Source: an optimization exercise on an open RTL-to-GDS flow (aim: small area). Production flows keep margins and buffers that such runs may drop. Where RTL was checked, it was by simulation tests only, not by an equivalence proof against the original.

==> flow/design.v (excerpt) <==
module fft(clk,rst,fir_data,fir_valid,fft_data,fft_valid,freq,fft_fin);
input clk;
input rst;
input fir_valid;
input [15:0] fir_data;
output fft_valid,fft_fin;
output [31:0] fft_data;
output [3:0] freq;
integer i;
reg [3:0] cnt;
reg       run, fv, outv;
wire      adv = fir_valid | run;
always @(posedge clk)
  if (rst) begin
    cnt <= 4'd0; run <= 1'b0; fv <= 1'b0; outv <= 1'b0;
  end else begin
    if (adv) cnt <= cnt + 4'd1;
    run <= adv;
    if (adv && cnt == 4'd15) fv <= fir_valid;
    if (run && cnt == 4'd1)  outv <= fv;
  end
wire [3:0] q1 = cnt;           
wire [3:0] qb = cnt - 4'd1;    
wire [3:0] qv = cnt - 4'd2;    
wire [3:0] qs = cnt - 4'd3;    
wire [3:0] qo = cnt - 4'd2;    
assign fft_valid = outv;
assign fft_fin   = outv & (cnt == 4'd1);
assign freq      = {qo[0], qo[1], qo[2], qo[3]};
reg  [15:0] f1 [0:7];
wire [15:0] f1o = f1[7];
wire [15:0] a1, b1;
fft_rca #(16) u_a1 (.a(f1o), .b(fir_data),  .ci(1'b0), .s(a1));
fft_rca #(16) u_b1 (.a(f1o), .b(~fir_data), .ci(1'b1), .s(b1));
wire [15:0] s1r = f1o;    
always @(posedge clk) begin
  f1[0] <= cnt[3] ? b1 : fir_data;
  for (i = 1; i < 8; i = i + 1) f1[i] <= f1[i-1];
end
wire isA  = ~q1[3] & q1[0];
wire isC  = ~q1[3] & (q1[1:0] == 2'd2);
wire en_nP = isA | isC;
wire sgA  = ~q1[3] & (q1[2] | (q1[1] & q1[0]));
wire sgB  = ~(q1[2:0] == 3'd3);
wire e1   = ~q1[3] & (|q1[1:0]);
wire snz  = |s1r;
wire [15:0] sa = s1r ^ {16{sgA}};
wire [15:0] sb = s1r ^ {16{sgB}};
wire [15:0] ac1 = sa;
wire [15:0] ac2 = {16{en_nP}} & ~sa;
wire [15:0] ac3 = {16{en_nP}} & (sa ^ {16{isA}});
wire        ac3c = en_nP & isA;
  ...
export LEC_CHECK = 0
export CAP_MARGIN = 20
export CORE_MARGIN = 2
export CORE_UTILIZATION = 65
export CTS_BUF_LIST = sky130_fd_sc_hd__clkbuf_4
export PLACE_DENSITY = 0.75
export SLEW_MARGIN = 20
export SYNTH_HIERARCHICAL = 1
export SYNTH_MINIMUM_KEEP_SIZE = 0
create_clock -name core_clock -period 12.0 [get_ports {clk}]
run.sh (not shown) runs the stock make flow with config.mk's settings and CLKGATE_MAP_FILE= SYNTH_SCRIPT=/design/flow/synth_recipe.tcl, a recipe that flattens the netlist after the stock synthesis.
The starting point passed the timing, DRC and antenna checks.
Rerun with:
Settings changed: CTS_BUF_LIST sky130_fd_sc_hd__clkbuf_4 to sky130_fd_sc_hd__clkbuf_8, CTS_CLUSTER_DIAMETER set to 50, CTS_CLUSTER_SIZE set to 16.
=>
- The changed run ran to the end with no violations
- maximum frequency came out higher slightly
- die area does not change
- critical path depth falls by 1
No run of this note included a check of the RTL's function; only the layout flow was run.

---

Setup of the previous run:
Another version of the RTL of fft (not shown whole).
For scale: ~570 flip-flops, ~31,000 µm² of cells after synthesis.
make LEC_CHECK=0 ABC_AREA=1 CAP_MARGIN=20 CORE_MARGIN=2 CORE_UTILIZATION=70 CTS_BUF_LIST=sky130_fd_sc_hd__clkbuf_8 CTS_CLUSTER_DIAMETER=50 CTS_CLUSTER_SIZE=16 GPL_TIMING_DRIVEN=0 PLACE_DENSITY=0.8 SLEW_MARGIN=20 SYNTH_HIERARCHICAL=1 SYNTH_MINIMUM_KEEP_SIZE=0 finish   # period 12.0 ns
> inputs changed (the previous run -> the current run)
- a change of CORE_UTILIZATION from 70 to 78
- a change of PLACE_DENSITY from 0.8 to 0.86
- a deleted GPL_TIMING_DRIVEN that had been 0
==> flow/flow/run.sh (new file) <==
#!/bin/bash
# The standard layout (standard.sh, unchanged synthesis and steps), with the
# port buffers that global placement adds made of the smallest buffer cell.
export BUFFER_PORTS_ARGS="-buffer_cell sky130_fd_sc_hd__buf_2"
bash standard.sh > standard.log 2>&1
==> flow/standard.sh (new file) <==
#!/bin/bash
# synth_recipe.tcl (not shown) runs the flow's synth.tcl, then flattens the netlist and writes it again
# the make line also repeats each setting of config.mk as NAME=value (left out here)
make -C /OpenROAD-flow-scripts/flow DESIGN_CONFIG=/design/flow/config.mk WORK_HOME=/design/flow/orfs CLKGATE_MAP_FILE= SYNTH_SCRIPT=/design/flow/synth_recipe.tcl "${@:-finish}"
removed: flow/run.sh
### Flow results
Non-clock buffer count of the current run falls short of that of the previous run by more than half.
Compared the current run against the previous run; clock network area share within noise.
Wire length in the current run vs the previous run: down 8.4 mm
Taking the previous run as the reference, in the current run actual slew at the worst max-slew pin lower; core utilization of the finished layout rose by 6.2 points.
The final standard cell count with taps included and fillers excluded of the current run falls short of that of the previous run by 177.
In the current run the layout cell share with drive strength beyond 1 turned out 0.82 points lower than in the previous run.
Between the current run and the previous run, the pre-CTS worst setup slack is higher for the current run.

---

Setup of red:
fft again, from the RTL that the note above started with.
make LEC_CHECK=0 ABC_AREA=1 CAP_MARGIN=20 CORE_MARGIN=2 CORE_UTILIZATION=78 CTS_BUF_LIST=sky130_fd_sc_hd__clkbuf_8 CTS_CLUSTER_DIAMETER=50 CTS_CLUSTER_SIZE=16 PLACE_DENSITY=0.86 SLEW_MARGIN=20 SYNTH_HIERARCHICAL=1 SYNTH_MINIMUM_KEEP_SIZE=0 finish   # period 12.0 ns
Stock flow here: none of the scripts above is used.
Modified inputs, blue compared to red
# red
export LEC_CHECK = 0
export ABC_AREA = 1
export CAP_MARGIN = 20
export CORE_MARGIN = 2
export CORE_UTILIZATION = 78
export CTS_BUF_LIST = sky130_fd_sc_hd__clkbuf_8
export CTS_CLUSTER_DIAMETER = 50
export CTS_CLUSTER_SIZE = 16
export PLACE_DENSITY = 0.86
export SLEW_MARGIN = 20
export SYNTH_HIERARCHICAL = 1
export SYNTH_MINIMUM_KEEP_SIZE = 0
create_clock -name core_clock -period 12.0 [get_ports {clk}]
# blue
export LEC_CHECK = 0
export ABC_AREA = 1
export CAP_MARGIN = 20
export CORE_MARGIN = 2
export CORE_UTILIZATION = 70
export CTS_BUF_LIST = sky130_fd_sc_hd__clkbuf_8
export CTS_CLUSTER_DIAMETER = 50
export CTS_CLUSTER_SIZE = 16
export PLACE_DENSITY = 0.8
export SLEW_MARGIN = 20
export SYNTH_HIERARCHICAL = 1
export SYNTH_MINIMUM_KEEP_SIZE = 0
create_clock -name core_clock -period 12.0 [get_ports {clk}]
==> comparison <==
- blue reached the end of the flow, and the finished layout is clean on the timing, DRC and antenna checks.
- blue vs red: total routed wire length on the met1 layer up by a few percent
- Reported for red and blue, top-level I/O count turned out identical to the last digit.
- On final-layout non-clock buffer area share, blue tracks red almost exactly.

## what the ideal ports hide
Ports are ideal in the flow. The routed layouts listed here were re-timed in OpenROAD. Step 1 assumes that a clkbuf_16 drives the clock port and a buf_2 every other input. Step 2, shift: input delay + t, output delay - t, t = (earliest + latest rising clock arrival at the registers) / 2. This alone moves slack from input paths to output paths. a / b / c = ideal / step 1 / step 2; a / b = the first two.
run | t (ns) | setup WS [ns] | hold slack, ns
the first run of note 1 | 1.007 | 0.189 / 0.127 / 0.435 | 0.267 / 0.267 / 0.267
the second run of note 1 | 0.746 | 0.269 / 0.214 / 0.385 | 0.281 / 0.281 / 0.281
the previous run | 0.722 | 0.104 / 0.048 / 0.180 | 0.314 / 0.314 / 0.314
the current run | 0.722 | 0.154 / 0.098 / 0.694 | 0.326 / 0.326 / 0.326
red | 0.722 | 0.226 / 0.174 / 0.659 | 0.298 / 0.298 / 0.298
blue | 0.726 | 0.295 / 0.240 / 0.838 | 0.314 / 0.314 / 0.314
After both steps setup and hold are still met in every run listed.
